What follows belongs to an exercise in optimizing a design on an open flow for small area; a production flow would make more cautious choices.
Function was checked by simulation only, so behaviour that the tests miss may differ from the original.
Power is estimated from default activity; no workload was simulated.

==> inputs of ember <==
## top_coldstorage
module top_coldstorage(
  input         clk,           
  input         rst_n,         
  output reg    led_fan,       
  output reg    led_hum,       
  input         sda_lcd_in,
  output        sda_lcd_oe,
  output reg    scl_lcd,
  input         rx,
  output reg    tx
);
  reg        dht_en;
  reg [21:0] dcnt;
  reg [2:0]  k;
  always @(posedge clk or negedge rst_n) begin
    if (!rst_n) begin
      dcnt <= 22'd0;
      k    <= 3'd0;
    end else if (dht_en) begin
      if (dcnt == 22'd3000000) begin
        dcnt <= 22'd0;
        k    <= (k == 3'd5) ? 3'd0 : k + 3'd1;
      end else begin
        dcnt <= dcnt + 22'd1;
      end
    end
  end
  function [2:0] t6;
    input [2:0] kk;
    t6 = (kk >= 3'd3) ? kk - 3'd3 : kk + 3'd3;
  endfunction
  reg        rx_busy, rx_done;
  reg [6:0]  rcc;
  reg [3:0]  rbi;
  reg [7:0]  rsr;                
  wire rx_sample = rx_busy && (rcc == 7'd103);
  ...
==> flow/config.mk <==
export PLATFORM = sky130hd
export DESIGN_NAME = top_coldstorage
export DESIGN_NICKNAME = top_coldstorage
export VERILOG_FILES = /design/flow/design.v
export SDC_FILE = /design/flow/constraint.sdc
export NUM_CORES = 4
export LEC_CHECK = 0
export CAP_MARGIN = 20
export CORE_MARGIN = 2
export CORE_UTILIZATION = 75
export CTS_BUF_LIST = sky130_fd_sc_hd__clkbuf_8
export SLEW_MARGIN = 20
==> flow/constraint.sdc <==
create_clock -name core_clock -period 10.0 [get_ports {clk}]
set_input_delay 2.0000 -clock core_clock [delete_from_list [all_inputs] [get_ports {clk}]]
set_output_delay 2.0000 -clock core_clock [all_outputs]
set_load 0.01 [all_outputs]
run.sh (not shown) runs the stock make flow with config.mk's settings and CLKGATE_MAP_FILE= SYNTH_SCRIPT=/design/flow/synth_recipe.tcl, a recipe that flattens the netlist after the stock synthesis.
==> onyx (differences from ember) <==
--- a/flow/config.mk
+++ b/flow/config.mk
@@ -6,7 +6,7 @@
 export NUM_CORES = 4
 export LEC_CHECK = 0
+export ABC_AREA = 1
 export CAP_MARGIN = 20
 export CORE_MARGIN = 2
-export CORE_UTILIZATION = 75
-export CTS_BUF_LIST = sky130_fd_sc_hd__clkbuf_8
+export CORE_UTILIZATION = 40
 export SLEW_MARGIN = 20
==> comparison <==
In ember the final area is lower than in onyx, by 7.3%.
Of onyx and ember, onyx has the higher fmax (gap 6.8%, measured against ember).
Against ember, the clock skew of onyx is lower by 0.0034 ns.
Hold slack: ember is higher than onyx (0.0050 ns).
In onyx the area after synthesis is larger than in ember, by 3.9%.
In ember the cell count is lower than in onyx, by about 26%.
In ember the global-route usage is higher than in onyx, by 12 points.
Between ember and onyx, the lower via count is in ember (gap 8.1%, measured against onyx).
In onyx the synthesized cell count is higher than in ember, by about 23%.
In onyx the core utilization is lower than in ember, by 35 points.
==> figures <==
| item | ember | onyx |
|---|---|---|
| Worst setup slack for register-to-register paths | 6.15 ns | 6.52 ns |
| Number of placement rows | 46 | 64 |
| Data required, critical path | 10.23 ns | 8.00 ns |
| Internal Pwr Total | 1.07 mW | 1.48 mW |
| Initial standard-cell utilization of the core | 76.2% | 40.7% |
| Clock-cell share of area | 3.36% | 4.39% |
| Share of total power in the clock network | 39.8% | 31.0% |
| Number of tap cells added at floorplan | 216 | 396 |
| Ratio of layout area to synthesized area | 1.044x | 1.084x |
| Detail Route met3 WL | 1340 um | 895 um |
| Run status | no timing/DRC/antenna violations | no timing/DRC/antenna violations |
| Number of DRC violations after detailed-routing iteration 0 | 982 | 666 |
| Parity-gate share of the synthesized area counting xor and xnor cells | 5.98% | 2.72% |
| Proportion of cell area occupied by registers | 40.9% | 37.9% |
| Met1 Routed Length | 10900 um | 13000 um |
| Worst-skew pair later-pin latency | 0.47 ns | 0.44 ns |
| Pin count of the biggest net entering global routing | 98 | 80 |
| Routed WL | 24400 um | 26900 um |
| Total Routing Usage GR | 29.0% | 16.7% |
| Mapped Nets | 1386 | 1696 |
| Worst Skew | 0.0165 ns | 0.0131 ns |
| LEAKAGE | 5.19 nW | 6.00 nW |

==> port drivers added, routing unchanged <==
How much do the figures lean on ideal ports? The routed layouts below were timed once more, with nothing changed but the port constraints.
Step 1, drivers: a clkbuf_16 drives clk and a buf_2 each remaining input, both assumed.
Step 2 adds t to the input delays and takes it off the output delays; t is the mean of the earliest and latest rising clock arrival at the registers after step 1. Input paths then give back, and output paths get back, about the clock's delay inside the block.
Three values: no drivers, after step 1, after step 2; two values: the first two.
run	shift t [ns]	setup WS [ns]	hold WS [ns]	worst register clock-pin slew, ns
ember	0.506	6.147 / 6.147 / 6.147	0.459 / 0.459 / 0.459	0.10 / 0.10
onyx	0.485	6.394 / 6.345 / 6.487	0.454 / 0.454 / 0.454	0.08 / 0.08
After both steps every run listed still meets setup and hold. Setup slack includes reset recovery checks.
